This is an optimization exercise on Yosys and OpenROAD, whose aim is small area, a short achievable clock period and few clock cycles, not a production implementation.

## the reference run
Design geofence, start of the top module:
module geofence(clk, reset, X, Y, valid, is_inside);
input clk;
input reset;
input [9:0] X;
input [9:0] Y;
output reg valid;
output reg is_inside;
reg [3:0] t;
reg [9:0] px, py;            
reg [19:0] buf0, buf1, buf2;   
reg sx, sy;                  
reg [9:0] mx, my;            
reg lsx, lsy, rsx, rsy;
reg [9:0] lmx, lmy, rmx, rmy;
reg ins;
reg [3:0] hp;                
reg [3:0] qo;                
reg [12:0] ahx, ahy, bhx, bhy;   
reg aglo, aplo, bglo, bplo;
wire s0 = t == 4'd2 || t == 4'd3 || t == 4'd5 || t == 4'd7 || t == 4'd9 || t == 4'd11;
wire s2 = t == 4'd5 || t == 4'd7 || t == 4'd9 || t == 4'd11 || t == 4'd13;
wire [19:0] vin = (t == 4'd2 || t == 4'd7) ? buf0 : (t == 4'd3 || t == 4'd9) ? buf1 : buf2;
wire [10:0] dx = {1'b0, vin[19:10]} - {1'b0, px};
wire [10:0] dy = {1'b0, vin[9:0]} - {1'b0, py};
wire [9:0] ax = (dx[9:0] ^ {10{dx[10]}}) + {9'd0, dx[10]};
wire [9:0] ay = (dy[9:0] ^ {10{dy[10]}}) + {9'd0, dy[10]};
wire [3:0] side = {Y < py, Y > py, X < px, X > px};
wire early_out = |(hp & side);
wire [3:0] quad = {side[0] & side[3], side[1] & side[3], side[1] & side[2], side[0] & side[2]};
wire early_in = &(qo | quad);
wire zx = mx == 10'd0, zy = my == 10'd0;
wire zlx = lmx == 10'd0, zly = lmy == 10'd0;
wire zrx = rmx == 10'd0, zry = rmy == 10'd0;
wire [12:0] ahx_d, ahy_d;
wire aglo_d, aplo_d, a_le, a_dn;
xs1 ua1(.a(lmx), .b(my), .c(lmy), .d(mx), .hx(ahx_d), .hy(ahy_d), .glo(aglo_d), .plo(aplo_d));
xs2 ua2(.hx(ahx), .hy(ahy), .glo(aglo), .plo(aplo), .le(a_le), .lt(a_dn));
wire a_dz = a_le && !a_dn;
wire a_s1 = lsx ^ sy, a_s2 = lsy ^ sx;
wire a_nz = !(zlx || zy) || !(zly || zx);
wire an = (a_s1 == a_s2) ? (a_s1 ? !(a_dn || a_dz) : a_dn) : (a_s1 && a_nz);
wire az = (a_s1 == a_s2) ? a_dz : !a_nz;
wire ap = !an && !az;
wire [12:0] bhx_d, bhy_d;
  ...
For scale: roughly 1,700 cells after synthesis, ~19,000 um^2 of cells after synthesis.
export LEC_CHECK = 0
export CAP_MARGIN = 20
export CORE_MARGIN = 2
export CORE_UTILIZATION = 40
export CTS_BUF_LIST = sky130_fd_sc_hd__clkbuf_4 sky130_fd_sc_hd__clkbuf_8
export CTS_CLUSTER_DIAMETER = 60
export CTS_CLUSTER_SIZE = 20
export PLACE_DENSITY = 0.6
export SETUP_SLACK_MARGIN = 5
export SLEW_MARGIN = 20
create_clock -name core_clock -period 12.0 [get_ports {clk}]
standard.sh (not shown) runs the stock make flow with config.mk's settings and CLKGATE_MAP_FILE= SYNTH_SCRIPT=/design/flow/synth_recipe.tcl, a recipe that flattens the netlist after the stock synthesis.
==> flow/flow/run.sh <==
#!/bin/bash
# The standard layout, with one extra step between synthesis and floorplan:
# invopt.py removes the inverters that Yosys's full-adder extraction leaves between
# adders (see invopt.py). Each tool's output goes to a log of its own.
set -euo pipefail
R=orfs/results/$FLOW_PLATFORM/geofence/base
LIB=$FLOW_HOME/platforms/$FLOW_PLATFORM/lib/sky130_fd_sc_hd__tt_025C_1v80.lib
bash standard.sh synth > synth.log 2>&1
cp $R/1_2_yosys.v 1_2_yosys.synth.v
python3 flow/invopt.py $LIB 1_2_yosys.synth.v 1_2_yosys.invopt.v > invopt.log 2>&1
cp 1_2_yosys.invopt.v $R/1_2_yosys.v
bash standard.sh SETUP_SLACK_MARGIN=7.5 "CTS_ARGS=-sink_clustering_enable -repair_clock_nets -buf_list {sky130_fd_sc_hd__clkbuf_4 sky130_fd_sc_hd__clkbuf_8} -sink_clustering_size 20 -sink_clustering_max_diameter 60 -dont_use_dummy_load" finish > layout.log 2>&1
Other scripts of this flow, unchanged in this note and not shown: flow/flow/invopt.py
The reference run went all the way through synthesis, placement and routing and the layout is clean on timing, DRC and antenna.
For the trial run, these inputs were changed with respect to the reference run:
diff --git a/flow/flow/run.sh b/flow/flow/run.sh
--- a/flow/flow/run.sh
+++ b/flow/flow/run.sh
@@ -12 +12 @@
-bash standard.sh SETUP_SLACK_MARGIN=7.5 "CTS_ARGS=-sink_clustering_enable -repair_clock_nets -buf_list {sky130_fd_sc_hd__clkbuf_4 sky130_fd_sc_hd__clkbuf_8} -sink_clustering_size 20 -sink_clustering_max_diameter 60 -dont_use_dummy_load" finish > layout.log 2>&1
+bash standard.sh SETUP_SLACK_MARGIN=8 "CTS_ARGS=-sink_clustering_enable -repair_clock_nets -buf_list {sky130_fd_sc_hd__clkbuf_4 sky130_fd_sc_hd__clkbuf_8} -sink_clustering_size 20 -sink_clustering_max_diameter 60 -dont_use_dummy_load" finish > layout.log 2>&1
Notes after the runs:
- The run showing the greater net total in the final layout is the trial run.
- Compared with the reference run, in the trial run via count rose about 7%; placer congestion estimate fell by about 0.56%; wire length rose 13%; final critical-path share of the clock period -1.1 points; core utilization of the finished layout went up 4.7 points.
- The trial run vs. the reference run: number of global-route vias before repair increased by 3.0% relative to the old numbers; multi-input logic area has increased; placeable core area saw little to no change.
No run of this note included a check of the RTL's function; only the layout flow was run.

-- separate check: timing with driven ports --
No port has a modelled driver above. Below, the same layouts with a new extraction and two added sets of constraints. Step 1 assumes that a clkbuf_16 drives the clock port and a buf_2 every other input. Step 2 adds t to the input delays and takes it off the output delays; t is the mean of the earliest and latest rising clock arrival at the registers after step 1. Input paths then give back, and output paths get back, about the clock's delay inside the block. Three values: no drivers, after step 1, after step 2; two values: the first two.
run | t, ns | setup slack, ns | worst register clock-pin slew, ns
the reference run | 0.614 | 7.538 / 7.566 / 6.952 | 0.12 / 0.12
the trial run | 0.623 | 7.668 / 7.680 / 7.058 | 0.11 / 0.11
After both steps every run listed still meets setup and hold. The setup slack of the trial run, which loses most, moves by +0.012 ns with the drivers and by -0.610 ns with both steps.
